From an optimization exercise on the open Yosys and OpenROAD flow, aimed at small area, a short achievable clock period and few clock cycles per item; shortcuts taken in it are not production practice.
At most, simulation tests tie the RTL to the original design; equivalence was not proved.
The RTL of runs 3 and 4 was laid out without a check of its function.
Power figures rest on the tool's default switching activity, not on a simulated workload.

[design/flow/design.v]
typedef enum logic [2:0] {
  SEW8=0,
  SEW16=1,
  SEW32=2,
  SEW64=3
} RVVSEW;
typedef enum logic [2:0] {
  LMUL1=0,
  LMUL2=1,
  LMUL4=2,
  LMUL8=3,
  LMULRESERVED=4,
  LMUL1_8=5,  
  LMUL1_4=6,  
  LMUL1_2=7   
} RVVLMUL;
typedef enum logic [1:0] {
  RNU = 0,
  RNE = 1,
  RDN = 2,
  ROD = 3
} RVVXRM;
typedef struct packed {
  logic [$clog2(128)+1-1:0]         vl;        
  logic [$clog2(128)-1:0]     vstart;
  logic [1-1:0]  ma;         
  logic [1-1:0]  ta;         
  RVVXRM                        xrm;       
  RVVSEW                        sew;
  RVVLMUL                       lmul;
} RVVConfigState;
typedef enum logic [1:0] {
  LOAD=0,
  STORE=1,
  RVV=2
} RVVOpCode;
typedef struct packed {
  RVVOpCode             opcode;    
  logic [24:0]          bits;      
} RVVInstruction;
typedef struct packed {
  RVVOpCode             opcode;
  logic [24:0]          bits;
  logic [31:0]          rs1;
  RVVConfigState        arch_state;
} RVVCmd;
typedef enum logic [2:0] {
  ALU,
  MUL,
  MAC,
  PMT,
  RDT,
  CMP,
  DIV,
  LSU
} EXE_UNIT_e;
  parameter  OPIVV=3'b000;       
  parameter  OPFVV=3'b001;       
  parameter  OPMVV=3'b010;       
  parameter  OPIVI=3'b011;       
  parameter  OPIVX=3'b100;       
  parameter  OPFVF=3'b101;       
  parameter  OPMVX=3'b110;       
  parameter  OPCFG=3'b111;       
  parameter VADD            =   6'b000_000;
  parameter VSUB            =   6'b000_010;
  parameter VRSUB           =   6'b000_011;
  parameter VMINU           =   6'b000_100;
  parameter VMIN            =   6'b000_101;
  parameter VMAXU           =   6'b000_110;
  parameter VMAX            =   6'b000_111;
  parameter VAND            =   6'b001_001;
  parameter VOR             =   6'b001_010;
  parameter VXOR            =   6'b001_011;
  parameter VRGATHER        =   6'b001_100;
  parameter VSLIDEUP_RGATHEREI16    =   6'b001_110;
  parameter VSLIDEDOWN      =   6'b001_111;
  parameter VADC            =   6'b010_000;
  parameter VMADC           =   6'b010_001;
  parameter VSBC            =   6'b010_010;
  parameter VMSBC           =   6'b010_011;
  parameter VMERGE_VMV      =   6'b010_111;      
  parameter VMSEQ           =   6'b011_000;
  parameter VMSNE           =   6'b011_001;
  parameter VMSLTU          =   6'b011_010;
  parameter VMSLT           =   6'b011_011;
  parameter VMSLEU          =   6'b011_100;
  parameter VMSLE           =   6'b011_101;
  parameter VMSGTU          =   6'b011_110;
  parameter VMSGT           =   6'b011_111;
  parameter VSADDU          =   6'b100_000;
  parameter VSADD           =   6'b100_001;
  parameter VSSUBU          =   6'b100_010;
  parameter VSSUB           =   6'b100_011;
  parameter VSLL            =   6'b100_101;
  parameter VSMUL_VMVNRR    =   6'b100_111;      
  parameter VSRL            =   6'b101_000;
  parameter VSRA            =   6'b101_001;
  parameter VSSRL           =   6'b101_010;
  parameter VSSRA           =   6'b101_011;
  parameter VNSRL           =   6'b101_100;
  parameter VNSRA           =   6'b101_101;
  parameter VNCLIPU         =   6'b101_110;
  parameter VNCLIP          =   6'b101_111;
  parameter VWREDSUMU       =   6'b110_000;
  parameter VWREDSUM        =   6'b110_001;   
  parameter VREDSUM         =   6'b000_000;
  parameter VREDAND         =   6'b000_001;
  parameter VREDOR          =   6'b000_010;
  parameter VREDXOR         =   6'b000_011;
  parameter VREDMINU        =   6'b000_100;
  parameter VREDMIN         =   6'b000_101;
  parameter VREDMAXU        =   6'b000_110;
  parameter VREDMAX         =   6'b000_111;
  parameter VAADDU          =   6'b001_000;
  parameter VAADD           =   6'b001_001;
  parameter VASUBU          =   6'b001_010;
  parameter VASUB           =   6'b001_011;
  parameter VSLIDE1UP       =   6'b001_110;
  parameter VSLIDE1DOWN     =   6'b001_111;
  parameter VWXUNARY0       =   6'b010_000;      
  parameter VXUNARY0        =   6'b010_010;      
  parameter VMUNARY0        =   6'b010_100;      
  parameter VCOMPRESS       =   6'b010_111;
  parameter VMANDN          =   6'b011_000;
  parameter VMAND           =   6'b011_001;
  parameter VMOR            =   6'b011_010;
  parameter VMXOR           =   6'b011_011;
  parameter VMORN           =   6'b011_100;
  parameter VMNAND          =   6'b011_101;
  parameter VMNOR           =   6'b011_110;
  parameter VMXNOR          =   6'b011_111;
  parameter VDIVU           =   6'b100_000;
  parameter VDIV            =   6'b100_001;
  parameter VREMU           =   6'b100_010;
  parameter VREM            =   6'b100_011;
  parameter VMULHU          =   6'b100_100;
  parameter VMUL            =   6'b100_101;
  parameter VMULHSU         =   6'b100_110;
  parameter VMULH           =   6'b100_111;
  parameter VMADD           =   6'b101_001;
  parameter VNMSUB          =   6'b101_011;
  parameter VMACC           =   6'b101_101;
  parameter VNMSAC          =   6'b101_111;
  parameter VWADDU          =   6'b110_000;
  parameter VWADD           =   6'b110_001;
  parameter VWSUBU          =   6'b110_010;
  parameter VWSUB           =   6'b110_011;
  parameter VWADDU_W        =   6'b110_100;
  parameter VWADD_W         =   6'b110_101;
  parameter VWSUBU_W        =   6'b110_110;
  parameter VWSUB_W         =   6'b110_111;
  parameter VWMULU          =   6'b111_000;
  parameter VWMULSU         =   6'b111_010;
  parameter VWMUL           =   6'b111_011;
  parameter VWMACCU         =   6'b111_100;
  parameter VWMACC          =   6'b111_101;
  parameter VWMACCUS        =   6'b111_110;
  parameter VWMACCSU        =   6'b111_111;  
  parameter VMV_X_S         =   5'b00000;
  parameter VCPOP           =   5'b10000;
  parameter VFIRST          =   5'b10001;
  parameter VMV_S_X         =   5'b00000;   
  parameter VZEXT_VF4       =   5'b00100;
  parameter VSEXT_VF4       =   5'b00101;
  parameter VZEXT_VF2       =   5'b00110;
  parameter VSEXT_VF2       =   5'b00111;
  parameter VMSBF           =   5'b00001;
  parameter VMSOF           =   5'b00010;
  parameter VMSIF           =   5'b00011;
  parameter VIOTA           =   5'b10000;
  parameter VID             =   5'b10001;
typedef enum logic [1:0] {
  US,          
  IU,          
  CS,          
  IO           
} LSU_MOP_e;
typedef enum logic [1:0] {
  US_US,          
  US_WR,          
  US_MK,          
  US_FF           
} LSU_UMOP_e;
  parameter  UNIT_STRIDE       = 3'b000;
  parameter  UNORDERED_INDEX   = 3'b001;
  parameter  CONSTANT_STRIDE   = 3'b010;
  parameter  ORDERED_INDEX     = 3'b011;
  parameter  US_REGULAR        = 5'b00000;
  parameter  US_WHOLE_REGISTER = 5'b01000;
  parameter  US_MASK           = 5'b01011;
  parameter  US_FAULT_FIRST    = 5'b10000;
typedef enum logic [0:0] {
  IS_LOAD,        
  IS_STORE        
} LSU_IS_STORE_e;
typedef enum logic [0:0] {
  IS_SEGMENT,
  NONE      
} LSU_IS_SEG_e;
typedef struct packed {
  LSU_MOP_e         lsu_mop;
  LSU_UMOP_e        lsu_umop;
  LSU_IS_STORE_e    lsu_is_store;
  LSU_IS_SEG_e      lsu_is_seg;
} LSU_TYPE_t;
typedef union packed {
  logic   [6-1:0]         ari_funct6;
  LSU_TYPE_t                          lsu_funct6;
} FUNCT6_u;
typedef enum logic [2:0] {
  VVV,
  XVV,
  VVX,
  VXX,
  XVX,
  XXV,
  XXX
} UOP_CLASS_e;
typedef enum logic [3:0] {
  EMUL1,
  EMUL2,
  EMUL3,
  EMUL4,
  EMUL5,
  EMUL6,
  EMUL7,
  EMUL8,
  EMUL_NONE      
} EMUL_e;
typedef enum logic [2:0] {
  EEW_NONE,     
  EEW1,
  EEW8, 
  EEW16,
  EEW32
} EEW_e;
  parameter NREG1 = 3'b000;  
  parameter NREG2 = 3'b001;
  parameter NREG4 = 3'b011;
  parameter NREG8 = 3'b111;
  parameter NF1 = 3'b000;  
  parameter NF2 = 3'b001;
  parameter NF3 = 3'b010;
  parameter NF4 = 3'b011;
  parameter NF5 = 3'b100;
  parameter NF6 = 3'b101;
  parameter NF7 = 3'b110;
  parameter NF8 = 3'b111;
typedef struct packed {
  logic   [3-1:0]         uop_funct3;
  FUNCT6_u                            uop_funct6;
  EXE_UNIT_e                          uop_exe_unit; 
  UOP_CLASS_e                         uop_class;   
  RVVConfigState                      vector_csr;  
  logic   [$clog2(128)+1-1:0]             vs_evl;              
  logic                               ignore_vma;
  logic                               ignore_vta;
  logic                               force_vma_agnostic;  
  logic                               force_vta_agnostic;  
  logic                               vm;                  
  logic                               v0_valid;            
  logic   [5-1:0]  vd_index;            
  EEW_e                               vd_eew;  
  logic                               vd_valid;
  logic                               vs3_valid;           
  logic   [5-1:0]  vs1;              
  EEW_e                               vs1_eew;            
  logic                               vs1_index_valid;
  logic                               vs1_opcode_valid;
  logic   [5-1:0]  vs2_index; 	         
  EEW_e                               vs2_eew;
  logic                               vs2_valid;
  logic   [5-1:0]  rd_index; 	         
  logic                               rd_index_valid; 
  logic   [32-1:0] 	              rs1_data;            
  logic        	                      rs1_data_valid;                                
  logic   [$clog2(8)-1:0]      uop_index;           
  logic                               first_uop_valid;     
  logic                               last_uop_valid;      
  logic   [$clog2(8)-1:0]      seg_field_index;     
} UOP_QUEUE_t;    
typedef enum logic [1:0] {
  NOT_CHANGE = 2'b00,          
  TAIL       = 2'b01,          
  BODY_INACTIVE = 2'b10,       
  BODY_ACTIVE   = 2'b11        
} BYTE_TYPE_e;
typedef enum logic [0:0] {
  VRF,
  XRF
} W_DATA_TYPE_e;
typedef enum logic [1:0] {
  TRAP_DECODE,              
  TRAP_LSU,                 
  TRAP_LSU_FF               
} TRAP_INFO_e;
typedef BYTE_TYPE_e [(128/8)-1:0]      BYTE_TYPE_t;
typedef struct packed {
  logic   [$clog2(8)-1:0]      rob_entry;
  FUNCT6_u                            uop_funct6;  
  logic   [3-1:0]         uop_funct3;
  logic   [$clog2(128)-1:0]         vstart;
  logic   [$clog2(128)+1-1:0]             vl;       
  logic                               vm;               
  RVVXRM                              vxrm;       
  logic   [128-1:0]                 v0_data;
  logic                               v0_data_valid;
  logic   [128-1:0]                 vd_data;
  logic                               vd_data_valid;
  EEW_e                               vd_eew;  
  logic   [5-1:0]  vs1;              
  logic   [128-1:0]                 vs1_data;           
  logic                               vs1_data_valid; 
  logic   [128-1:0]                 vs2_data;	        
  logic                               vs2_data_valid;  
  EEW_e                               vs2_eew;
  logic   [32-1:0] 	              rs1_data;        
  logic        	                      rs1_data_valid;                                   
  logic   [$clog2(8)-1:0]      uop_index;      
} ALU_RS_t;    
typedef struct packed {
  logic   [$clog2(8)-1:0]      rob_entry;
  FUNCT6_u                            uop_funct6;
  logic   [3-1:0]         uop_funct3;
  logic   [128-1:0]                 vs1_data;           
  logic                               vs1_data_valid; 
  logic   [128-1:0]                 vs2_data;	        
  logic                               vs2_data_valid;  
  EEW_e                               vs2_eew;
  logic   [32-1:0] 	              rs1_data;     
  logic        	                      rs1_data_valid;                                   
} DIV_RS_t; 
typedef struct packed {   
  logic   [$clog2(8)-1:0]      rob_entry;
  FUNCT6_u                            uop_funct6;
  logic   [3-1:0]         uop_funct3;
  RVVXRM                              vxrm;       
  logic   [128-1:0]                 vs1_data;           
  logic                               vs1_data_valid; 
  logic   [128-1:0]                 vs2_data;	        
  logic                               vs2_data_valid; 
  EEW_e                               vs2_eew;  
  logic   [128-1:0]                 vs3_data;	 
  logic                               vs3_data_valid; 
  logic   [32-1:0] 	              rs1_data;          
  logic          	                    rs1_data_valid;   
  logic   [$clog2(8)-1:0]      uop_index; 
} MUL_RS_t;    
typedef struct packed {   
  logic   [$clog2(8)-1:0]      rob_entry;
  EXE_UNIT_e                          uop_exe_unit; 
  FUNCT6_u                            uop_funct6;
  logic   [3-1:0]         uop_funct3;
  logic   [$clog2(128)-1:0]         vstart;
  logic   [$clog2(128)+1-1:0]             vl;       
  logic   [$clog2(128)+1-1:0]             vlmax;       
  logic                               vm;               
  logic   [128-1:0]                 v0_data;
  logic                               v0_data_valid;
  logic   [128-1:0]                 vs1_data;          
  EEW_e                               vs1_eew;
  logic                               vs1_data_valid; 
  logic   [128-1:0]                 vs2_data;	        
  EEW_e                               vs2_eew;
  BYTE_TYPE_t                         vs2_type;
  logic                               vs2_data_valid; 
  logic   [128-1:0]                 vs3_data;	 
  logic                               vs3_data_valid; 
  logic   [32-1:0] 	              rs1_data;         
  logic        	                      rs1_data_valid;
  logic                               first_uop_valid;     
  logic                               last_uop_valid;     
  logic   [$clog2(8)-1:0]      uop_index;      
} PMT_RDT_RS_t;    
typedef struct packed {   
  logic                               vidx_valid; 
  logic   [5-1:0]  vidx_addr;
  logic   [128-1:0]                 vidx_data;             
  logic                               vregfile_read_valid; 
  logic   [5-1:0]  vregfile_read_addr;
  logic   [128-1:0]                 vregfile_read_data;    
  logic                               v0_valid;
  logic   [(128/8)-1:0]                v0_data;               
} UOP_RVV2LSU_t;    
typedef struct packed {
  logic   [$clog2(8)-1:0]      rob_entry;
  logic   [128-1:0]                 w_data;              
  logic                               w_valid;
  logic   [(128/8)-1:0]                vsaturate;
} PU2ROB_t;  
typedef struct packed {   
  logic                               valid;
  logic   [$clog2(8)-1:0]      rob_entry;
  LSU_IS_STORE_e                      lsu_class; 
  logic	[5-1:0] 	  vregfile_write_addr;  
} LSU_MAP_INFO_t; 
typedef struct packed {   
  logic                               vregfile_write_valid;
  logic	[5-1:0] 	  vregfile_write_addr;  
  logic	[128-1:0] 			          	vregfile_write_data;  	 
  logic                               lsu_vstore_last;
} UOP_LSU2RVV_t;  
typedef struct packed {
  logic                               w_valid;             
  logic [128-1:0]                   w_data;              
  logic [(128/8)-1:0]                  vsaturate;
} RES_ROB_t;
typedef struct packed {
  logic   [5-1:0]  w_index;             
  W_DATA_TYPE_e                       w_type;              
  BYTE_TYPE_t                         byte_type;           
  RVVConfigState                      vector_csr;          
  logic                               last_uop_valid;
} DP2ROB_t;
typedef struct packed {
  logic                               valid;               
  logic                               w_valid;             
  logic   [5-1:0]  w_index;             
  W_DATA_TYPE_e                       w_type;              
  logic   [128-1:0]                 w_data;              
  BYTE_TYPE_t                         byte_type;           
  RVVConfigState                      vector_csr;          
} ROB2DP_t;
typedef struct packed {
  logic                               w_valid;             
  logic   [5-1:0]  w_index;             
  logic   [128-1:0]                 w_data;              
  W_DATA_TYPE_e                       w_type;              
  BYTE_TYPE_t                         vd_type;             
  logic                               trap_flag;           
  RVVConfigState                      vector_csr;          
  logic   [(128/8)-1:0]                vxsaturate;          
} ROB2RT_t;  
typedef struct packed {
  logic                               valid;               
  DP2ROB_t                            uop_info;            
  RES_ROB_t                           uop_res;             
  logic                               uop_done;            
  logic                               trap;
} ROB_t;
typedef struct packed {
  logic   [5-1:0]  rt_index; 
  logic   [32-1:0]                 rt_data; 
}RT2XRF_t;
typedef struct packed {
  logic   [5-1:0]  rt_index; 
  logic   [128-1:0]                 rt_data;
  logic   [(128/8)-1:0]                rt_strobe; 
}RT2VRF_t;
typedef struct packed {
  logic   [$clog2(8)-1:0]      trap_uop_rob_entry;
} TRAP_t;  
typedef enum logic [0:0]{
  DIV_SIGN, 
  DIV_ZERO
} DIV_SIGN_SRC_e;   
module rvv_div #(
  parameter int K   = 1,          
  parameter int ADD = 1           
) (
  input  logic         clk,
  input  logic         rst_n,
  input  logic         in_valid,
  input  logic [2:0]   in_rob_entry,
  input  logic [5:0]   in_funct6,
  input  logic [2:0]   in_funct3,
  input  logic [2:0]   in_eew,
  input  logic [127:0] in_vs1,
  input  logic [127:0] in_vs2,
  input  logic [31:0]  in_rs1,
  output logic         out_valid,
  output logic [2:0]   out_rob_entry,
  output logic [127:0] out_data,
  input  logic         out_ready
);
  localparam int CW = 5;          
  function automatic logic [127:0] seg_neg(input logic [127:0] x,
                                           input logic [15:0]  neg,
                                           input logic [15:0]  st);
    logic [15:0] lo;
    logic        p;
    for (int j = 0; j < 16; j++) begin
      if (st[j] || j == 0) lo[j] = 1'b0;
      else                 lo[j] = lo[j-1] | (|x[8*(j-1) +: 8]);
    end
    for (int j = 0; j < 16; j++) begin
      p = lo[j];
      for (int b = 0; b < 8; b++) begin
        seg_neg[8*j+b] = x[8*j+b] ^ (neg[j] & p);
        p = p | x[8*j+b];
      end
    end
  endfunction
  function automatic logic [71:0] add36(input logic [35:0] a, input logic [35:0] b);
    logic [35:0] g, p, c;
    if (ADD == 0) begin
      logic [36:0] t;
      t = {1'b0, a} + {1'b0, b};
      c = {t[36], t[35:1] ^ a[35:1] ^ b[35:1]};
      add36 = {c, t[35:0]};
    end else begin
      g = a & b;
      p = a ^ b;
      if (ADD == 1) begin
        for (int l = 1; l < 36; l = l * 2)
          for (int i = 2*l-1; i < 36; i = i + 2*l) begin
            g[i] = g[i] | (p[i] & g[i-l]);
            p[i] = p[i] & p[i-l];
          end
        for (int l = 16; l >= 1; l = l / 2)
          for (int i = 3*l-1; i < 36; i = i + 2*l) begin
            g[i] = g[i] | (p[i] & g[i-l]);
            p[i] = p[i] & p[i-l];
          end
      end else begin
        for (int k = 0; k < 6; k++)
          for (int i = 0; i < 36; i++)
            if ((i >> k) & 1) begin
              g[i] = g[i] | (p[i] & g[((i >> k) << k) - 1]);
              p[i] = p[i] & p[((i >> k) << k) - 1];
            end
      end
      add36 = {g, a ^ b ^ {g[34:0], 1'b0}};
    end
  endfunction
  logic        i_e8, i_e16, i_sgn, i_rem, i_vx;
  logic [15:0] i_st;              
  logic [15:0] i_sa, i_sb;        
  logic [15:0] i_sv;              
  logic        i_sr;              
  logic [31:0] i_rx;              
  logic [127:0] i_d, i_na;
  assign i_e8  = (in_eew == 3'd2);
  assign i_e16 = (in_eew == 3'd3);
  assign i_sgn = in_funct6[0];
  assign i_rem = in_funct6[1];
  assign i_vx  = in_funct3[2];
  assign i_sr = i_sgn & (i_e8 ? in_rs1[7] : i_e16 ? in_rs1[15] : in_rs1[31]);
  assign i_rx = in_rs1 ^ {32{~i_sr}};
  always_comb begin
    for (int j = 0; j < 16; j++) begin
      i_st[j] = i_e8 | (i_e16 & (j % 2 == 0)) | (j % 4 == 0);
      i_sa[j] = i_sgn & (i_e8 ? in_vs2[8*j+7] : i_e16 ? in_vs2[8*(j|1)+7] : in_vs2[8*(j|3)+7]);
      i_sv[j] = i_sgn & (i_e8 ? in_vs1[8*j+7] : i_e16 ? in_vs1[8*(j|1)+7] : in_vs1[8*(j|3)+7]);
      i_sb[j] = i_vx ? i_sr : i_sv[j];
      i_d[8*j +: 8] = i_vx ? (i_e8  ? i_rx[7:0] :
                              i_e16 ? i_rx[8*(j%2) +: 8] : i_rx[8*(j%4) +: 8])
                           : in_vs1[8*j +: 8] ^ {8{~i_sv[j]}};
    end
  end
  assign i_na = seg_neg(in_vs2, i_sa, i_st);
  logic [127:0]  d_q;             
  logic [15:0]   ci_q;            
  logic [15:0]   sa_q;            
  logic [15:0]   st_q;            
  logic          e8_q, e16_q, rem_q;
  logic [2:0]    rob_q;
  always_ff @(posedge clk) begin
    d_q   <= i_d;
    ci_q  <= ~i_sb;
    sa_q  <= i_sa;
    st_q  <= i_st;
    e8_q  <= i_e8;
    e16_q <= i_e16;
    rem_q <= i_rem;
    rob_q <= in_rob_entry;
  end
  logic          run_q, fix_q, done_q, first_q;
  logic [CW-1:0] cnt_q;
  logic [127:0]  q_q, r_q;        
  logic [127:0]  q_it, r_it, nx;
  logic          idle, need_fix;
  logic [15:0]   qn_q [K];        
  assign idle = ~run_q & ~fix_q & ~done_q;
  assign need_fix = rem_q | (|neg);
  always_ff @(posedge clk or negedge rst_n) begin
    if (!rst_n) begin
      run_q  <= 1'b0;
      fix_q  <= 1'b0;
      done_q <= 1'b0;
      cnt_q  <= '0;
    end else if (run_q) begin
      cnt_q <= cnt_q - 1'b1;
      if (cnt_q == '0) begin
        run_q  <= 1'b0;
        fix_q  <= need_fix;
        done_q <= ~need_fix;
      end
    end else if (fix_q) begin
      fix_q  <= 1'b0;
      done_q <= 1'b1;
    end else if (done_q) begin
      if (out_ready) done_q <= 1'b0;
    end else if (in_valid) begin
      run_q <= 1'b1;
      cnt_q <= i_e8 ? CW'(8/K - 1) : i_e16 ? CW'(16/K - 1) : CW'(32/K - 1);
    end
  end
  always_ff @(posedge clk) begin
    first_q <= idle;
    if (idle) begin
      q_q <= in_vs2;
      r_q <= '0;
    end else if (run_q) begin
      q_q <= q_it;
      r_q <= r_it;
    end else if (fix_q) begin
      q_q <= nx;
    end
    for (int s = 0; s < K; s++)
      for (int j = 0; j < 16; j++)
        if (idle)
          qn_q[s][j] <= i_e8  ? i_na[8*j+7-s] :
                        i_e16 ? i_na[8*(j|1)+7-s] : i_na[8*(j|3)+7-s];
        else
          qn_q[s][j] <= e8_q  ? nx[8*j+7-K-s] :
                        e16_q ? nx[8*(j|1)+7-K-s] : nx[8*(j|3)+7-K-s];
  end
  logic [15:0] st, d1, bz, neg;
  assign st = st_q;
  always_comb begin
    for (int j = 0; j < 16; j++) d1[j] = &d_q[8*j +: 8];
    for (int j = 0; j < 16; j++) begin
      bz[j]  = ci_q[j] & (e8_q ? d1[j] : e16_q ? d1[j & ~1] & d1[j | 1] : &d1[(j & ~3) +: 4]);
      neg[j] = rem_q ? sa_q[j] : (sa_q[j] ^ ~ci_q[j]) & ~bz[j];
    end
  end
  assign nx = seg_neg((fix_q & rem_q) ? r_q : q_q,
                      fix_q ? neg : first_q ? sa_q : 16'h0, st);
  logic [127:0] r, rt, sm;
  logic [15:0]  qin, co, acc;
  logic [15:0]  qb [K];
  logic [35:0]  ga, gb;
  logic [71:0]  gs;
  always_comb begin
    r = r_q;
    for (int s = 0; s < K; s++) begin
      qin = qn_q[s];
      for (int i = 0; i < 128; i++)
        if (i % 8 == 0 && (i == 0 || st[i/8])) rt[i] = qin[i/8];
        else                                   rt[i] = r[i-1];
      for (int g = 0; g < 4; g++) begin
        ga = '0;
        gb = '0;
        ga[0] = 1'b1;
        gb[0] = ci_q[4*g];
        for (int k = 0; k < 4; k++) begin
          ga[1+9*k +: 8] = rt[32*g+8*k +: 8];
          gb[1+9*k +: 8] = d_q[32*g+8*k +: 8];
          if (k > 0) begin
            ga[9*k] = st[4*g+k] ? ci_q[4*g+k] : 1'b1;
            gb[9*k] = st[4*g+k] ? ci_q[4*g+k] : 1'b0;
          end
        end
        gs = add36(ga, gb);
        for (int k = 0; k < 4; k++) begin
          sm[32*g+8*k +: 8] = gs[1+9*k +: 8];
          co[4*g+k] = gs[36 + 9*(k+1) - 1];
        end
      end
      for (int j = 0; j < 16; j++) begin
        acc[j] = e8_q ? co[j] : e16_q ? co[j|1] : co[j|3];
        r[8*j +: 8] = acc[j] ? sm[8*j +: 8] : rt[8*j +: 8];
      end
      qb[s] = acc;
    end
    r_it = r;
    for (int i = 0; i < 128; i++)
      if (i % 8 < K && (i < 8 || st[i/8])) q_it[i] = qb[K-1-(i%8)][i/8];
      else                                 q_it[i] = nx[i-K];
  end
  assign out_valid     = done_q;
  assign out_rob_entry = rob_q;
  assign out_data      = q_q;
endmodule
[design/flow/config.mk]
export PLATFORM = sky130hd
export DESIGN_NAME = rvv_div
export DESIGN_NICKNAME = rvv_div
export VERILOG_FILES = /design/flow/design.v
export SDC_FILE = /design/flow/constraint.sdc
export NUM_CORES = 8
export LEC_CHECK = 0
export CAP_MARGIN = 40
export CORE_MARGIN = 2
export CORE_UTILIZATION = 45
export SLEW_MARGIN = 40
[design/flow/constraint.sdc]
create_clock -name core_clock -period 11.5 [get_ports {clk}]
set_input_delay 2.3000 -clock core_clock [delete_from_list [all_inputs] [get_ports {clk}]]
set_output_delay 2.3000 -clock core_clock [all_outputs]
set_load 0.01 [all_outputs]
[design/flow/standard.sh]
#!/bin/bash
# synth_recipe.tcl (not shown) runs the flow's synth.tcl, then flattens the netlist and writes it again
# the make line also repeats each setting of config.mk as NAME=value (left out here)
make -C /OpenROAD-flow-scripts/flow DESIGN_CONFIG=/design/flow/config.mk WORK_HOME=/design/flow/orfs CLKGATE_MAP_FILE= SYNTH_SCRIPT=/design/flow/synth_recipe.tcl "${@:-finish}"
[design/flow/flow/run.sh]
#!/bin/bash
set -euo pipefail
bash standard.sh SETUP_SLACK_MARGIN=7.9 finish > standard.log 2>&1
==> results list, run 1 <==
* R2r setup slk: 7.71 ns
- Sorting the synthesized cells by area gives the leading types as sky130_fd_sc_hd__dfxtp_1 (20%), sky130_fd_sc_hd__edfxtp_1 (12%), sky130_fd_sc_hd__mux2i_1 (8.5%).
* Number of buffers added on ports: 432
* Part of the total power dissipated in combinational logic: 0.577
* Critical path class: input pin to flip-flop
- The number of hold violations in the final report is 0.
* Worst supply voltage drop on vdd: 188 uV
- Across the run, the number of max-cap violations was 0.
* Layout area overhead: 34.6%
- Buffers inserted to repair hold after CTS numbered 0.
* CTS buffer count: 53
- Overall die area: 72800 um^2
- Horizontal die dimension: 270 um
* Maximum clock frequency: 0.260 GHz
- After synthesis the cells add up to 31800 um^2.
- Using the TritonRoute via totals, the vias-per-cell ratio works out to 6.14.
- The tightest min-delay check is of the flip-flop to flip-flop type.
* Internal Pwr Total: 6.56 mW
* Status: timing/DRC/antenna clean
- Max Root-Sink Buffers: 3
- Via Count: 32000
- Critical path, cell by cell: buf_6, or3b_4, buf_16, buf_4, o31ai_4, and3_4, a21oi_1, o21ai_2, buf_4, buf_4, buf_4, nand2_2, o21ai_2, nand2_1, nand3_1
* Min cycle time layout: 3.85 ns
- The H-tree was split into 2 levels.
- The analysis attributes to cell leakage a power of 18.5 nW.
- Post-detailed-route count of antenna-violating nets: 0
- STA puts the critical path data required time at 12.06 ns.
- The critical path starts at in_eew[2].
* Worst max-slew margin expressed relative to the limit: 0.415
* Clock network latency to the later pin of the worst-skew pair: 0.62 ns
- Timing analysis after detailed placement gives a worst setup slack of 6.12 ns.
- Vias in the first global route: 29700
* Post-Route Utilization: 0.611
* Clock root buffer: sky130_fd_sc_hd__clkbuf_16
- Summed over all nets, the switching power comes to 5.35 mW.
* Post-layout net count: 4734
- 439 I/O pins were placed.
- By instance count, the cell type seen most on the critical path is sky130_fd_sc_hd__buf_4.
- Number of distinct standard cells referenced by the synthesized netlist: 97
- The average instance in the mapped netlist occupies 8.76 um^2.
* Number of instances on the worst hold path: 2
* Antenna violations before repair: 1
- Overall fraction of global-route tracks in use: 0.363
- Adding up every negative setup slack in the final design gives 0 ns.
- Clock network power share: 0.152
* Share of the yosys chip area belonging to registers: 0.324
- The wire-length estimate of the detail-placed layout is 100 mm.
* Final Worst Setup Slack: 7.65 ns
- The final layout contains routed wiring with a total length of 139 mm.
- Share of flip-flops with an asynchronous set or reset after synthesis: 0.0179
- Maximum number of pins on one net before global-route repair: 149
* Worst Reg-to-Reg Cells: 18
- Number of core rows: 97
* Yosys warns: 9
* Power density over cell area: 278 nW/um^2
- Flip-flop cell with the highest count after synthesis: sky130_fd_sc_hd__dfxtp_1
* Syn nets: 4129
* Final setup skew: 0.0177 ns
* Core ar.: 70000 um^2
- Cell type of the slowest stage on the worst timing path: sky130_fd_sc_hd__or3b_4
* Setup repair after global routing missed its margin: true
* Die height: 270 um
- Sum of overflow across all layers after global routing: 0
- The congestion estimate from routability-driven global placement came to 0.941.
- Sinks on Clock Net: 448
- Data arrival time at the worst-slack endpoint: 4.41 ns
* Share of post-route cells with drive strength above 1: 0.201
- Sort of element at the end of the critical path: flip-flop
- Of the post-synthesis cell area, the dominant cell type holds 0.197.
- In this run, the number of DRC markers left after iteration 0 of detailed routing was 3899.
- The endpoint identified for the worst register-to-register timing path is r_q[55].
* TritonCTS clock tree: built
- The most critical setup path has its endpoint at qn_q[0][14].
* Wire length of the first global-routing pass: 199 mm
- The number of pins exceeding their max-slew limit in the final report is 0.
- Synthesis-stage register bit count: 448
- The biggest area contributor in the post-synthesis netlist is sky130_fd_sc_hd__dfxtp_1.
- Initial core utilization: 0.454
- Yosys mapped a number of flops with a built-in enable equal to 128.
* Reg2Reg Launch Point: st_q[13]
- Worst Setup Start Kind: input pin
- Clock-pin slew was measured on the worst setup and hold paths at 0.06 ns.
* Transition at the pin with the smallest max-transition slack: 0.878 ns
* Maximum fanout encountered on the critical timing path: 7
- The repair_antennas step left the layout with diodes totalling 0.
* Setup Viol. Count Final: 0
* Delay of the slowest cell on the worst path: 0.42 ns
* WL/cell: 26.7 um
- In the routed design, unresolved DRC markers number 0.
* Reg power frac: 0.271
* Switching share of power: 0.449
- In the synthesized netlist, the number of instances is 3628.
- Post-route fraction of the period consumed by the critical path: 0.335
- The pre-antenna-repair detailed-routing pass consisted of 6 iterations.
repair_timing:
item | CTS | global route
gates cloned | 8 | 6
resized for setup | 637 | 256
setup endpoints to repair | 551 | 325
endpoints found under the hold margin | 0 | 0
pin swaps | 73 | 85
setup buffers | 199 | 74
flip-flops by register name (all words and copies together), names as in the netlist:
register and count:
q_q 128, d_q 128, rem_q 1, r_q 128, done_q 1, ci_q 16
st_q 2, first_q 1, run_q 1, qn_q 16, cnt_q 5, e16_q 1
rob_q 3, fix_q 1, sa_q 16
critical path, delay by kind of cell:
| kind | cells | cell delay [ns] |
|---|---|---|
| AOI/OAI and AO/OA | 4 | 0.48 |
| buffers and inverters | 6 | 0.78 |
| and+or+nand+nor | 5 | 0.84 |
cell usage in the layout, fill, tap and decap left out, drive strengths merged, types with 38 or more instances in the layout:
cell / synthesis / routed
ha: 126 / 126
a211oi: 62 / 62
fa: 68 / 68
nand4: 47 / 47
dfxtp: 312 / 312
nand3: 64 / 64
a21o: 63 / 64
a31oi: 38 / 38
a21oi: 235 / 235
xor2: 139 / 139
edfxtp: 128 / 128
mux2i: 270 / 270
clkbuf: 137 / 101
inv: 112 / 113
nand2: 390 / 392
o21ai: 347 / 347
clkdlybuf4s15: 0 / 60
xnor2: 195 / 195
clkdlybuf4s50: 0 / 257
nor3: 51 / 51
buf: 72 / 386
nor2: 231 / 231
Yosys cell counts, types with 19 or more instances:
library cell and count:
sky130_fd_sc_hd__a211o_1 21, sky130_fd_sc_hd__a211oi_1 61, sky130_fd_sc_hd__a21o_1 63, sky130_fd_sc_hd__a21oi_1 233
sky130_fd_sc_hd__a22o_1 22, sky130_fd_sc_hd__a22oi_1 32, sky130_fd_sc_hd__a31oi_1 38, sky130_fd_sc_hd__and2_1 19
sky130_fd_sc_hd__and3_1 21, sky130_fd_sc_hd__buf_1 34, sky130_fd_sc_hd__clkbuf_1 137, sky130_fd_sc_hd__dfxtp_1 312
sky130_fd_sc_hd__edfxtp_1 128, sky130_fd_sc_hd__fa_1 68, sky130_fd_sc_hd__ha_1 126, sky130_fd_sc_hd__inv_1 111
sky130_fd_sc_hd__mux2i_1 270, sky130_fd_sc_hd__nand2_1 388, sky130_fd_sc_hd__nand2b_1 28, sky130_fd_sc_hd__nand3_1 64
sky130_fd_sc_hd__nand4_1 47, sky130_fd_sc_hd__nor2_1 230, sky130_fd_sc_hd__nor2b_1 22, sky130_fd_sc_hd__nor3_1 51
sky130_fd_sc_hd__nor4_1 20, sky130_fd_sc_hd__o21a_1 26, sky130_fd_sc_hd__o21ai_0 337, sky130_fd_sc_hd__o22ai_1 30
sky130_fd_sc_hd__o311ai_0 24, sky130_fd_sc_hd__o31ai_1 30, sky130_fd_sc_hd__xnor2_1 194, sky130_fd_sc_hd__xor2_1 139
per-layer routing:
metal	vias up	share of wire	track usage
met5	-	0.000079	0
met4	2	0.039	0.123
met3	304	0.12	0.0914
met2	1841	0.42	0.537
met1	15400	0.42	0.513
li1	14500	-	-
cell type report:
type,count,area [um^2]
repair buffers,754,7070
flip-flops and latches,448,10300
inverters,114,452
well taps,940,1180
fillers,6079,27200
clock buffers,78,1550
clock inverters,22,282
multi-input cells,2862,21900
power by group through the flow:
stage | clock, mW | combinational (mW) | sequential [mW]
after floorplan | 0 | 4.05 | 2.96
after global placement | 0 | 5.67 | 3.30
after detailed placement | 0 | 5.76 | 3.30
after CTS | 1.82 | 6.33 | 3.16
after global routing | 1.87 | 7.46 | 3.27
final | 1.81 | 6.87 | 3.23
how the worst min path moves through the flow:
stage | start | to | slack [ns]
floorplan | r_q[127] | r_q[127] | 0.42
global placement | r_q[63] | r_q[63] | 0.44
detailed placement | r_q[63] | r_q[63] | 0.45
CTS | r_q[63] | r_q[63] | 0.46
global route | r_q[63] | r_q[63] | 0.48
finish | r_q[63] | r_q[63] | 0.45
cells by family after synthesis:
kind of cell	Yosys count	share of synthesized area
AOI/OAI and AO/OA	1082	0.217
and+or+nand+nor	960	0.141
DFF	448	0.324
xor gates and xnor gates	334	0.0923
buffers and inverters	323	0.0424
muxes	287	0.0911
adders and majority gates	194	0.0924
stage by stage:
step | total power [mW] | area (um^2) | cells | hold WS, ns
6_report | 11.9 | 42800 | 5218 | 0.446
5_1_grt | 12.6 | 42800 | 5218 | 0.484
4_1_cts | 11.3 | 41300 | 5138 | 0.457
3_5_place_dp | 9.06 | 37200 | 4831 | 0.449
3_3_place_gp | 8.97 | 37100 | 4829 | 0.436
2_1_floorplan | 7.01 | 32300 | 3628 | 0.424
Testbench counts, summed over its fixed seeds: cycles 693,362, uops 32,000.
==> inputs of run 2 (changes only) <==
==> design/flow/flow/run.sh (replaced) <==
#!/bin/bash
set -euo pipefail
bash standard.sh SETUP_SLACK_MARGIN=7.9 "BUFFER_PORTS_ARGS=-buffer_cell sky130_fd_sc_hd__buf_1" finish > standard.log 2>&1
==> run 2 against run 1 <==
Still clean on timing, DRC and antenna. Synthesized cell count unchanged. Clock-buffer cell count is 1 higher. Clock skew up 0.019 ns. First-iteration DRC count up 7.8%.
==> results list, run 2 <==
- Status: timing/DRC/antenna clean
* Horizontal die dimension: 270 um
- Number of H-tree branching levels: 2
* Sum of overflow across all layers after global routing: 0
* Wire length of the first global-routing pass: 195 mm
- The path with the worst hold slack has its endpoint at r_q[63].
- Layout area overhead: 26.1%
* Max Cap Violations: 0
- Critical path class: input pin to flip-flop
- Maximum clock frequency: 0.254 GHz
- After detailed routing, the number of vias per cell comes to 6.21.
* Overall fraction of global-route tracks in use: 0.359
- TritonCTS created 53 clock buffers.
- Yosys printed 9 warnings.
- Total placed cells including tap cells: 4835
- Synthesis produced a netlist whose cell count is 3628.
- In this run the power density over the cells is 289 nW/um^2.
* Leading cell types by total area after synthesis: sky130_fd_sc_hd__dfxtp_1 (20%), sky130_fd_sc_hd__edfxtp_1 (12%), sky130_fd_sc_hd__mux2i_1 (8.5%)
- Final WL: 138 mm
- Share of flip-flops with an asynchronous set or reset after synthesis: 0.0179
* Number of core rows: 97
* Reg power frac: 0.288
* Clock network latency to the later pin of the worst-skew pair: 0.63 ns
* Largest registers: d_q: 128 flops, q_q: 128 flops, r_q: 128 flops
- Share of post-route cells with drive strength above 1: 0.158
* Part of the total power dissipated in combinational logic: 0.559
- Total power: 11.6 mW
* TritonCTS clock tree: built
* Mean instance size in the synthesized netlist: 8.76 um^2
* Terminus of the critical flop-to-flop path: r_q[52]
* Design area: 40100 um^2
- The die covers 72800 um^2.
- TNS Setup: 0 ns
- Most frequent cells in the layout: sky130_fd_sc_hd__buf_1 (424), sky130_fd_sc_hd__nand2_1 (355), sky130_fd_sc_hd__dfxtp_1 (306), sky130_fd_sc_hd__mux2i_1 (257), sky130_fd_sc_hd__o21ai_0 (254)
- The number of antenna violations at the first check in global routing was 9.
- Port buffering added 432 buffers.
* Flip-flop cell with the highest count after synthesis: sky130_fd_sc_hd__dfxtp_1
- For this run, the register share of the synthesized area comes to 0.324.
- Vias in the first global route: 29100
- Initial core utilization: 0.454
* Clk slew on worst S/H paths: 0.06 ns
* Final hold violation count: 0
- Final setup skew: 0.0367 ns
- Post-layout net count: 4649
- For the pin with the worst max-slew slack, the measured transition is 0.884 ns.
- Setup violations remaining at the end of the flow were counted as 0.
* # hold bufs at CTS: 0
- Internal Pwr Total: 6.24 mW
* Required @ worst endpoint: 12.06 ns
* Max Root-Sink Buffers: 3
- After layout, the minimum clock period comes to 3.94 ns.
- After floorplanning, the core was sized to cover 70000 um^2.
* Worst max-slew margin expressed relative to the limit: 0.410
- Most frequent standard cell in the layout excluding fill and tap cells: sky130_fd_sc_hd__buf_1
- R2r setup slk: 7.64 ns
* Router iterations before antenna repair: 6
- Number of instances on the worst hold path: 2
- Sw Pwr: 5.36 mW
- The share of total power dissipated in the clock network is 0.153.
- Reg2Reg Launch Point: st_q[13]
- Startpoint of the lowest-slack hold path: r_q[63]
* Number of distinct standard cells referenced by the synthesized netlist: 97
* Post-detailed-route count of antenna-violating nets: 0
- Static Leakage: 16.9 nW
- Across the VDD grid, the largest voltage drop is 224 uV.
* Biggest area consumer among synthesized cells: sky130_fd_sc_hd__dfxtp_1
* Worst Setup Start Kind: input pin
* Worst Hold Margin: 0.452 ns
* Switching share of power: 0.462
* Top-area cell type share of the netlist area: 0.197
- Ports: 439
- The tightest min-delay check is of the flip-flop to flip-flop type.
* Final GP Congestion: 0.961
- Clock root buffer: sky130_fd_sc_hd__clkbuf_16
* Number of enable flip-flop cells after synthesis: 128
- Detailed placement ended at an HPWL of 99.4 mm.
- The floorplan step set the die height to 270 um.
* Post-route fraction of the period consumed by the critical path: 0.343
- Post-place instance area: 34500 um^2
* Area of the mapped netlist: 31800 um^2
- After synthesis the netlist holds a flip-flop and latch count of 448.
* Maximum fanout encountered on the critical timing path: 5
- In the final routed layout, each cell accounts on average for 26.8 um.
- Sinks on Clock Net: 448
- Ranked by instance count, the synthesized netlist is headed by sky130_fd_sc_hd__nand2_1 (388), sky130_fd_sc_hd__o21ai_0 (337), sky130_fd_sc_hd__dfxtp_1 (312).
- When the netlist entered floorplanning its net count stood at 4129.
* Drt initial violations: 4203
- The most common cell in the synthesized netlist is sky130_fd_sc_hd__nand2_1.
- Data arrival time at the worst-slack endpoint: 4.50 ns
- Max-slew violation count: 0
- STA classifies the critical path endpoint as a flip-flop.
- After detailed routing, the number of remaining DRC violations is 0.
- Entering global routing, the biggest net connects 139 pins.
- The count of cells in the finished layout, fillers not included, comes to 5134.
- Setup repair after global routing could not meet its margin everywhere.
- Across all layers, the routed design uses 31900 vias.
- Worst Reg-to-Reg Cells: 20
-- run 2: final cells by class --
type / count / area [um^2]
Inverter: 114 / 448
Multi-Input combinational cell: 2860 / 21900
Fill cell: 6423 / 30000
Clock inverter: 18 / 224
Timing Repair Buffer: 671 / 4450
Antenna cell: 4 / 10.0
Sequential cell: 448 / 10300
Clock buffer: 79 / 1570
Tap cell: 940 / 1180
-- run 2: worst max path at each step --
stage	startpoint	endpoint	slack [ns]	cells after the start
after floorplan	st_q[13]	r_q[52]	7.27	21
after global placement	in_eew[0]	qn_q[0][8]	6.31	13
after detailed placement	in_eew[0]	qn_q[0][8]	6.29	13
after CTS	in_eew[0]	qn_q[0][8]	7.58	13
after global routing	in_eew[0]	qn_q[0][9]	7.50	13
final	in_eew[0]	qn_q[0][9]	7.56	13
-- run 2: per-stage QoR --
step / setup slack (ns) / util
after floorplan: 7.27 / -
after global placement: 6.31 / 0.492
after detailed placement: 6.29 / 0.492
after CTS: 7.58 / 0.548
after global routing: 7.50 / 0.572
final: 7.56 / 0.572
-- run 2: critical path, stage by stage --
cell                        delay (ns)
sky130_fd_sc_hd__clkbuf_16        0.12
sky130_fd_sc_hd__buf_12           0.11
sky130_fd_sc_hd__or3b_4           0.42
sky130_fd_sc_hd__buf_16           0.18
sky130_fd_sc_hd__o31ai_4          0.06
sky130_fd_sc_hd__and3_4           0.25
sky130_fd_sc_hd__nor2b_4          0.16
sky130_fd_sc_hd__o2111ai_2        0.12
sky130_fd_sc_hd__a21boi_2         0.21
sky130_fd_sc_hd__nand2_1          0.09
sky130_fd_sc_hd__buf_4            0.15
sky130_fd_sc_hd__a32o_1           0.23
sky130_fd_sc_hd__nor2_1           0.08
-- run 2: layer usage --
metal	vias to the layer above	share of wire	track usage	routed length, um
met1	15400	0.42	0.510	57600
met5	-	0.00037	0	51
met2	1944	0.43	0.536	58900
met4	8	0.035	0.114	4820
li1	14300	-	-	-
met3	272	0.12	0.0840	16500
-- run 2: power groups by stage --
stage                     combinational [mW]  clock [mW]  sequential, mW
after floorplan                         4.05           0            2.96
after global placement                  5.31           0            3.30
after detailed placement                5.41           0            3.30
after CTS                               5.89        1.78            3.26
after global routing                    7.04        1.84            3.37
final                                   6.48        1.78            3.34
-- run 2: what timing repair did --
action,in CTS,in global routing
setup endpoints to repair,408,294
pin swaps,60,107
gates resized for setup,192,218
gates cloned,14,4
setup buffers,105,74
-- run 2: cells by family (layout without fill, tap and decap cells) --
group                      Yosys count  after routing  share of synthesized area
DFF                                448            448                      0.324
buffers and inverters              323            882                     0.0424
AOI/OAI and AO/OA                 1082           1083                      0.217
xor gates and xnor gates           334            334                     0.0923
other                                0              4                          0
adders and majority gates          194            194                     0.0924
muxes                              287            287                     0.0911
and+or+nand+nor                    960            962                      0.141
==> inputs of run 3 (changes only) <==
--- a/design/flow/design.v
+++ b/design/flow/design.v
@@ -530,7 +530,7 @@
   logic [15:0] i_sv;              
   logic        i_sr;              
   logic [31:0] i_rx;              
-  logic [127:0] i_d, i_na;
+  logic [127:0] i_d;
   assign i_e8  = (in_eew == 3'd2);
   assign i_e16 = (in_eew == 3'd3);
   assign i_sgn = in_funct6[0];
@@ -549,7 +549,20 @@
                            : in_vs1[8*j +: 8] ^ {8{~i_sv[j]}};
     end
   end
-  assign i_na = seg_neg(in_vs2, i_sa, i_st);
+  function automatic logic mag_bit(input logic [127:0] a, input logic sgn,
+                                   input int lsb, input int w, input int s);
+    logic below;
+    below = 1'b0;
+    for (int i = lsb; i < lsb + w - 1 - s; i++) below = below | a[i];
+    mag_bit = a[lsb+w-1-s] ^ (sgn & a[lsb+w-1] & below);
+  endfunction
+  logic [15:0] i_qn [K];
+  always_comb
+    for (int s = 0; s < K; s++)
+      for (int j = 0; j < 16; j++)
+        i_qn[s][j] = i_e8  ? mag_bit(in_vs2, i_sgn, 8*j, 8, s) :
+                     i_e16 ? mag_bit(in_vs2, i_sgn, 16*(j/2), 16, s) :
+                             mag_bit(in_vs2, i_sgn, 32*(j/4), 32, s);
   logic [127:0]  d_q;             
   logic [15:0]   ci_q;            
   logic [15:0]   sa_q;            
@@ -599,20 +612,14 @@
   end
   always_ff @(posedge clk) begin
     first_q <= idle;
-    if (idle) begin
-      q_q <= in_vs2;
-      r_q <= '0;
-    end else if (run_q) begin
-      q_q <= q_it;
-      r_q <= r_it;
-    end else if (fix_q) begin
-      q_q <= nx;
-    end
+    r_q <= idle ? '0 : r_it;
+    if (idle)       q_q <= in_vs2;
+    else if (run_q) q_q <= q_it;
+    else if (fix_q) q_q <= nx;
     for (int s = 0; s < K; s++)
       for (int j = 0; j < 16; j++)
         if (idle)
-          qn_q[s][j] <= i_e8  ? i_na[8*j+7-s] :
-                        i_e16 ? i_na[8*(j|1)+7-s] : i_na[8*(j|3)+7-s];
+          qn_q[s][j] <= i_qn[s][j];
         else
           qn_q[s][j] <= e8_q  ? nx[8*j+7-K-s] :
                         e16_q ? nx[8*(j|1)+7-K-s] : nx[8*(j|3)+7-K-s];
==> run 3 against run 2 <==
Utilization shrank 1.3 points. Sequential power is essentially flat. Routed wire length shrank 4.2%. Still clean on timing, DRC and antenna. Global-route usage shrank 0.59 points. Via count shrank 3.1%. Clock skew shrank 0.013 ns. Setup slack gained 0.11 ns. Synthesized cell count shrank 2.1%. Critical endpoint is now qn_q[0][2].
==> results list, run 3 <==
- The flow ran to the end and the layout has no timing, DRC or antenna violations.
- Synthesis produced 3553 cells.
* Setup Viol. Count Final: 0
- The worst pin sits at a relative slew slack of 0.428.
- Hold timing on the final database bottoms out at a slack of 0.474 ns.
* Sort of element at the end of the critical path: flip-flop
* Vias per cell: 6.19
* Sum of overflow across all layers after global routing: 0
- From synthesis to final layout, the design area changed by 22.7%.
- For this run, global-route usage on met3 was measured as 0.0809.
- Of the post-synthesis cell area, the dominant cell type holds 0.199.
* Top cells by instance count after synthesis: sky130_fd_sc_hd__nand2_1 (374), sky130_fd_sc_hd__dfxtp_1 (312), sky130_fd_sc_hd__o21ai_0 (278)
* Post-Route Utilization: 0.560
- Excluding fillers, the count of instances in the completed layout stands at 4993.
- The layer flagged by global routing as most heavily used is met2.
- The largest registers in the layout are d_q: 128 flops, q_q: 128 flops, r_q: 128 flops.
- On the worst path, the slowest cell contributes a delay of 0.56 ns.
* Worst Setup Start Kind: input pin
- At the end of routability-driven placement, the weighted congestion stood at 0.971.
- The first global-routing pass estimated 187 mm of wire.
- Final WL: 132 mm
- For this run, design rule violations remaining after detail routing come to 0.
- For met1 alone, demand over resource in global routing was 0.463.
* Most frequent cell after synthesis: sky130_fd_sc_hd__nand2_1
- # hold bufs at CTS: 0
* Most frequent cells in the layout: sky130_fd_sc_hd__buf_1 (407), sky130_fd_sc_hd__nand2_1 (358), sky130_fd_sc_hd__dfxtp_1 (300), sky130_fd_sc_hd__mux2i_1 (241), sky130_fd_sc_hd__o21ai_0 (237)
- Across the VDD grid, the largest voltage drop is 176 uV.
* Clock network latency to the later pin of the worst-skew pair: 0.62 ns
* Static Leakage: 16.4 nW
- The library cell used most frequently in the layout, excluding fill and tap cells, is sky130_fd_sc_hd__buf_1.
* Vias in the first global route: 29000
- The clock passes through at most 3 buffers.
- The number of nets in the synthesized netlist is 4054.
* Ports: 439
- Router iterations before antenna repair: 6
- Setup repair after global routing missed its margin: true
- Number of core rows: 96
- Entering global routing, the biggest net connects 86 pins.
- Met2 routing resource usage after global routing: 0.561
- Post-route fraction of the period consumed by the critical path: 0.333
- TritonCTS clock tree: built
- Final hold violation count: 0
* Flip-flop cell with the highest count after synthesis: sky130_fd_sc_hd__dfxtp_1
* Antenna violations before repair: 14
- For the final database, setup skew stands at 0.0235 ns.
* Total placed cells including tap cells: 4753
- Data arrival time at the worst-slack endpoint: 4.39 ns
- Post-layout net count: 4512
- The die is 268 um wide.
- Walking the worst path, the cells encountered are buf_1, or4_4, o41ai_4, nand2_1, a211o_1, a21oi_4, nor3_2, a31oi_1, a21boi_2.
- The region available for standard cell placement spans 68700 um^2.
- The synthesized design spends more area on one cell type than any other, namely sky130_fd_sc_hd__dfxtp_1.
- Number of instances on the worst hold path: 1
- Sinks on Clock Net: 448
- Clk slew on worst S/H paths: 0.07 ns
- Worst Reg-to-Reg Cells: 13
- Number of enable flip-flop cells after synthesis: 128
- Input and output buffers added on the ports amount to 432.
- Detailed placement ended at an HPWL of 97.0 mm.
- Max-cap violations in this run came to 0.
- Of the cells placed in the final design, the portion with a size suffix greater than 1 is 0.131.
* WL/cell: 26.4 um
* Drt initial violations: 3069
* Die height: 268 um
- The H-tree generated during clock tree synthesis spans 2 levels.
* Synthesis-stage register bit count: 448
- CTS buffer count: 52
- Critical path class: input pin to flip-flop
* TNS Setup: 0 ns
- After synthesis, the mean cell area works out to 8.82 um^2.
- For this run, the register share of the synthesized area comes to 0.328.
- Via Count: 30900
- The initial utilization of the core area, before any placement, comes to 0.456.
- Family with the most delay on the worst path: compound AO/OA/AOI/OAI gates
* Count of buffer and inverter cells on the critical path: 1
* Area of the mapped netlist: 31300 um^2
- Maximum clock frequency: 0.261 GHz
- Clock root buffer: sky130_fd_sc_hd__clkbuf_16
- Power density over cell area: 290 nW/um^2
- The floorplan step defined a die boundary enclosing 71700 um^2.
- Across every metal layer, demand over resource in global routing totals 0.353.
- # fillers: 6502
* Number of distinct standard cells referenced by the synthesized netlist: 102
- Data on the critical path is required at its endpoint by 12.06 ns.
* Worst path depth: 9
- Max-slew violation count: 0
- Type of the most critical hold path: flip-flop to flip-flop
- In this run the worst path has a maximum fanout of 2.
- For this run, the number of Yosys warnings is 8.
* Cell type of the slowest stage on the worst timing path: sky130_fd_sc_hd__or4_4
- Of all flip-flops after synthesis, the portion carrying an async set or reset was 0.0179.
* Transition at the pin with the smallest max-transition slack: 0.858 ns
- Total power: 11.2 mW
* Leading cell types by total area after synthesis: sky130_fd_sc_hd__dfxtp_1 (20%), sky130_fd_sc_hd__edfxtp_1 (12%), sky130_fd_sc_hd__mux2i_1 (7.8%)
* Min cycle time layout: 3.83 ns
- The count of nets left with antenna violations once routing finished came out at 0.
run 3: cell count changes after synthesis, moves of 15 or more:
| cell | before | now |
|---|---|---|
| sky130_fd_sc_hd__a211oi_1 | 61 | 89 |
| sky130_fd_sc_hd__inv_1 | 111 | 55 |
| sky130_fd_sc_hd__or3_1 | 10 | 27 |
| sky130_fd_sc_hd__o21ai_0 | 337 | 278 |
| sky130_fd_sc_hd__o22ai_1 | 30 | 15 |
| sky130_fd_sc_hd__and3_1 | 21 | 36 |
| sky130_fd_sc_hd__a21oi_1 | 233 | 252 |
| sky130_fd_sc_hd__o21ai_1 | 10 | 26 |
| sky130_fd_sc_hd__a22o_1 | 22 | 3 |
| sky130_fd_sc_hd__mux2i_1 | 270 | 245 |
| sky130_fd_sc_hd__a31oi_1 | 38 | 53 |
run 3: kinds of logic (layout without fill, tap and decap cells):
group / Yosys count / after routing / share of synthesized area
compound gates: 1061 / 1061 / 0.218
simple gates: 1000 / 1003 / 0.150
flops: 448 / 448 / 0.328
xor+xnor: 326 / 326 / 0.0916
buf+inv: 263 / 760 / 0.0344
mux: 261 / 261 / 0.0840
fa+ha+maj: 194 / 194 / 0.0938
other cells: 0 / 9 / 0
run 3: path summary, 6_finish.rpt:
kind                           start         end  slack, ns
max in group asynchronous      rst_n       run_q       9.51
hold / removal              cnt_q[0]    cnt_q[0]       0.47
setup / recovery           in_vs2[2]  qn_q[0][2]       7.67
setup reg to reg               fix_q  qn_q[0][8]       7.86
hold reg to reg             cnt_q[0]    cnt_q[0]       0.47
min in group asynchronous      rst_n    cnt_q[0]       1.62
run 3: layout make-up:
| type | instances | area [um^2] | share of cell area |
|---|---|---|---|
| clock inverters | 11 | 63.8 | 0.00166 |
| multi-input cells | 2845 | 21400 | 0.557 |
| repair buffers | 604 | 3590 | 0.0934 |
| repair inverters | 1 | 11.3 | 0.000293 |
| diodes | 9 | 22.5 | 0.000586 |
| flip-flops and latches | 448 | 10300 | 0.269 |
| clock buffers | 85 | 1590 | 0.0414 |
| well taps | 931 | 1160 | 0.0303 |
| inverters | 59 | 274 | 0.00713 |
run 3: layer usage:
layer | up-vias | routed length [um]
met5 | - | 53
met4 | 8 | 6090
met3 | 350 | 13900
met2 | 1693 | 59200
met1 | 14900 | 52800
li1 | 14000 | -
run 3: worst register-to-register path, stage by stage, from the launching register on:
cell                       delay (ns)
sky130_fd_sc_hd__dfrtp_2         0.45
sky130_fd_sc_hd__buf_12          0.21
sky130_fd_sc_hd__buf_16          0.23
sky130_fd_sc_hd__and2_1          0.20
sky130_fd_sc_hd__buf_8           0.23
sky130_fd_sc_hd__a21oi_1         0.14
sky130_fd_sc_hd__or3_1           0.41
sky130_fd_sc_hd__o31ai_4         0.28
sky130_fd_sc_hd__buf_12          0.17
sky130_fd_sc_hd__a41o_4          0.29
sky130_fd_sc_hd__a41oi_4         0.17
sky130_fd_sc_hd__xnor2_4         0.38
sky130_fd_sc_hd__nand2_1         0.12
sky130_fd_sc_hd__a311oi_2        0.28
run 3: through the flow:
step | setup WS (ns) | instance area [um^2]
3_3_place_gp | 6.50 | 34100
5_1_grt | 7.67 | 38400
3_5_place_dp | 6.53 | 34200
6_report | 7.67 | 38400
2_1_floorplan | 7.59 | 31900
4_1_cts | 7.69 | 37400
run 3: report_power, final:
| group | switching [mW] | leakage, nW | internal (mW) | total (mW) |
|---|---|---|---|---|
| Combinational | 3.56 | 11.5 | 2.61 | 6.17 |
| Clock | 0.720 | 0.807 | 0.942 | 1.66 |
| Sequential | 0.874 | 4.09 | 2.45 | 3.32 |
run 3: what timing repair did:
action | in CTS | in global routing
setup buffers | 75 | 48
pin swaps | 33 | 47
setup endpoints to repair | 413 | 225
resized for setup | 130 | 135
gates cloned | 8 | 4
==> inputs of run 4 (changes only) <==
--- a/design/flow/design.v
+++ b/design/flow/design.v
@@ -456,7 +456,7 @@
   DIV_ZERO
 } DIV_SIGN_SRC_e;   
 module rvv_div #(
-  parameter int K   = 1,          
+  parameter int K   = 2,          
   parameter int ADD = 1           
 ) (
   input  logic         clk,
==> design/flow/flow/run.sh (replaced) <==
#!/bin/bash
set -euo pipefail
bash standard.sh SETUP_SLACK_MARGIN=5.7 "BUFFER_PORTS_ARGS=-buffer_cell sky130_fd_sc_hd__buf_1" finish > standard.log 2>&1
==> run 4 against run 3 <==
Power up 90%. Design area increased by 37%. Sequential share of layout area decreased by 6.6 points. Final cell count increased by 38%. Routed wire length rose by 45%. Clock power up 16%. Largest power group unchanged. Global-route usage grew 2.9 points. First-iteration DRC count grew 68%. Utilization grew 0.58 points. Largest cell class unchanged. Hold slack improved by 0.010 ns. Register-to-register slack got worse by 2.5 ns. Synthesized cell count is 40% higher.
==> results list, run 4 <==
- Via Count: 43900
* # hold bufs at CTS: 0
* Syn nets: 5664
- After routing, the total negative slack on setup checks comes to 0 ns.
- Clock tree synthesis inserted a total of 57 buffers.
- The largest single stage delay on the critical path is 0.54 ns.
- Post-detailed-route count of antenna-violating nets: 0
* Number of H-tree branching levels: 2
- For this run, the number of Yosys warnings is 10.
* Clock network latency to the later pin of the worst-skew pair: 0.66 ns
- Highest metal layer with signal wires: met5
* Post-synthesis cell count: 4975
- Post-Route M1 WL: 74.2 mm
* Post-Route Utilization: 0.565
- Worst Hold Margin: 0.484 ns
- Area of the mapped netlist: 42000 um^2
- Worst max-slew margin expressed relative to the limit: 0.364
* Transition at the pin with the smallest max-transition slack: 0.951 ns
- For the finished layout, the period the worst path requires is 6.13 ns.
- The number of different library cells used by synthesis comes to 110.
- Along the worst path, the maximum fanout reaches 7.
* Required @ worst endpoint: 12.05 ns
- Most frequent cell after synthesis: sky130_fd_sc_hd__nand2_1
- From left edge to right edge, the die measures 310 um.
- Timing analysis after detailed placement gives a worst setup slack of 4.10 ns.
* DP HPWL: 136 mm
* Final WL: 191 mm
* Die height: 310 um
* Final GP Congestion: 1.00
- Final hold violation count: 0
* Overall die area: 95900 um^2
* Max-slew violation count: 0
- Post-layout net count: 6226
- The number of global-route vias before repair is 39900.
- Static Leakage: 22.0 nW
* Core ar.: 92900 um^2
* Sum of overflow across all layers after global routing: 0
- Final Worst Setup Slack: 5.37 ns
- Setup violations remaining at the end of the flow were counted as 0.
- Share of post-route cells with drive strength above 1: 0.182
- A synthesized cell averages 8.45 um^2.
- For the worst setup path, the data arrival time is 6.69 ns.
- Along the worst hold path, the cell count comes to 1.
* Cell type of the slowest stage on the worst timing path: sky130_fd_sc_hd__fa_2
- WL/cell: 27.8 um
* Vias per cell: 6.38
- Critical path class: flip-flop to flip-flop
* Sinks on Clock Net: 464
- The number of antenna violations at the first check in global routing was 36.
* Number of enable flip-flop cells after synthesis: 128
* Worst Reg-to-Reg Cells: 30
- The endpoint identified for the worst register-to-register timing path is r_q[120].
- R2r setup slk: 5.37 ns
- The min-delay analysis places its worst path in the category flip-flop to flip-flop.
- In the post-synthesis netlist, the biggest area contributors are sky130_fd_sc_hd__dfxtp_1 (16%), sky130_fd_sc_hd__edfxtp_1 (9.1%), sky130_fd_sc_hd__ha_1 (7.4%).
* Worst supply voltage drop on vdd: 195 uV
* Ports: 439
- Top cells by instance count after synthesis: sky130_fd_sc_hd__nand2_1 (448), sky130_fd_sc_hd__a21oi_1 (391), sky130_fd_sc_hd__o21ai_0 (358)
- The flow ran to the end and the layout has no timing, DRC or antenna violations.
- For this run, the detailed router's first-pass iteration total came to 8.
- Clock tree synthesis selected as its root buffer the cell sky130_fd_sc_hd__clkbuf_16.
- Reg2Reg Launch Point: st_q[13]
- TritonCTS built the clock tree.
* Overall fraction of global-route tracks in use: 0.382
- First element of the critical path: st_q[13]
* Number of buffers added on ports: 432
- Across the run, the number of max-cap violations was 0.
- After synthesis, the share of flip-flops with an asynchronous set or reset is 0.0172.
- Flip-flop cell with the highest count after synthesis: sky130_fd_sc_hd__dfxtp_1
- The largest registers in the layout are d_q: 128 flops, q_q: 128 flops, r_q: 128 flops.
- Most frequent standard cell in the layout excluding fill and tap cells: sky130_fd_sc_hd__buf_1
- Of all cell types, the one taking the most synthesized area is sky130_fd_sc_hd__dfxtp_1.
- Sum of met3 wire segment lengths after detailed routing: 21.3 mm
- The first global-routing pass estimated 269 mm of wire.
* Drt initial violations: 5166
* DRC Markers: 0
* Maximum number of pins on one net before global-route repair: 163
- The share of the Yosys chip area taken by registers is 0.252.
- Most frequent cells in the layout: sky130_fd_sc_hd__buf_1 (429), sky130_fd_sc_hd__nand2_1 (405), sky130_fd_sc_hd__a21oi_1 (335), sky130_fd_sc_hd__dfxtp_1 (318), sky130_fd_sc_hd__o21ai_0 (302)
- After clock tree synthesis, the clock-pin slew on the worst setup and hold paths is 0.06 ns.
- Counting stages on the worst path, the most repeated cell is sky130_fd_sc_hd__a21o_1.
* Maximum clock frequency: 0.163 GHz
- Number of core rows: 112
- Max Root-Sink Buffers: 3
- Worst setup path endpoint: r_q[120]
- Top-area cell type share of the netlist area: 0.156
- Clock skew on the completed layout was measured at 0.0154 ns.
* Synthesis-stage register bit count: 464
- Post-route fraction of the period consumed by the critical path: 0.533
- The worst setup path is launched from a flip-flop.
- For this design the ratio of total power to cell area is 404 nW/um^2.
- For this configuration, the core starts out at a cell density of 0.452.
- Setup repair after global routing missed its margin: true
- STA classifies the critical path endpoint as a flip-flop.
- Layout area overhead: 25.0%
* Routed wire length on met2: 81.3 mm
run 4: area by class of cell:
type,count,area [um^2]
Antenna cell,46,115
Clock buffer,79,1690
Clock inverter,25,241
Fill cell,8394,40400
Inverter,264,1010
Multi-Input combinational cell,3975,32200
Sequential cell,464,10600
Tap cell,1254,1570
Timing Repair Buffer,775,5090
run 4: cells by family after synthesis:
logic type / count (synthesis) / synth area share
AND/OR/NAND/NOR: 1278 / 0.143
XOR/XNOR: 414 / 0.0864
buffers and inverters: 538 / 0.0510
multiplexers: 352 / 0.0860
flip-flops: 464 / 0.252
adder cells (fa/ha/maj): 382 / 0.137
AO/OA/AOI/OAI: 1547 / 0.244
run 4: worst min path at each step:
stage                        start  slack (ns)  endpoint
final                     cnt_q[0]        0.48  cnt_q[0]
after global routing      cnt_q[0]        0.52  cnt_q[0]
after CTS                 cnt_q[0]        0.48  cnt_q[0]
after detailed placement  cnt_q[0]        0.47  cnt_q[0]
after global placement    cnt_q[0]        0.47  cnt_q[0]
after floorplan           cnt_q[0]        0.44  cnt_q[0]
run 4: repair_timing:
| item | CTS | global route |
|---|---|---|
| buffers inserted | 167 | 93 |
| setup endpoints to repair | 144 | 140 |
| gates resized for setup | 244 | 318 |
| cloned | 11 | 5 |
| pin swaps | 122 | 159 |
run 4: layer usage:
metal	global-route usage	up-vias
met5	0	-
met4	0.256	18
met3	0.0919	630
met2	0.564	2746
met1	0.493	21100
li1	-	19400
run 4: critical path, delay by kind of cell, from the launching register on:
family | cells | cell delay (ns)
adders and majority gates | 3 | 0.98
muxes | 2 | 0.31
DFF | 1 | 0.40
buffers and inverters | 8 | 1.01
and+or+nand+nor | 1 | 0.05
AOI/OAI and AO/OA | 16 | 3.25
run 4: stage by stage:
step,power (mW),cells,cell area [um^2]
after CTS,19.0,6738,50100
after global placement,15.2,6449,45200
after detailed placement,15.5,6456,45400
after global routing,22.5,6860,52500
final,21.2,6882,52500
after floorplan,12.3,4975,42700
run 4: where the power goes:
group | internal [mW] | switching [mW]
Combinational | 7.13 | 8.65
Clock | 1.11 | 0.815
Sequential | 2.59 | 0.897
Total | 10.8 | 10.4

-- separate check: timing with driven ports --
Ports are ideal in the flow. The routed layouts listed here were re-timed in OpenROAD.
Step 1: set_driving_cell puts a clkbuf_16 on clk and a buf_2 on each other input, an assumption about the parent block.
Step 2, shift: input delay + t, output delay - t, t = (earliest + latest rising clock arrival at the registers) / 2. This alone moves slack from input paths to output paths.
Three values: no drivers, after step 1, after step 2; two values: the first two.
run	t (ns)	setup slack, ns	worst data-port slew with drivers (ns)
run 1	0.685	7.651 / 7.587 / 6.902	0.22
run 2	0.684	7.559 / 7.585 / 6.901	0.17
run 3	0.675	7.665 / 7.690 / 7.015	0.16
run 4	0.728	5.368 / 5.368 / 5.368	0.18
After both steps every run listed still meets setup and hold. For run 1, which loses most, drivers alone change the setup slack by -0.064 ns; drivers and shift together by -0.749 ns.
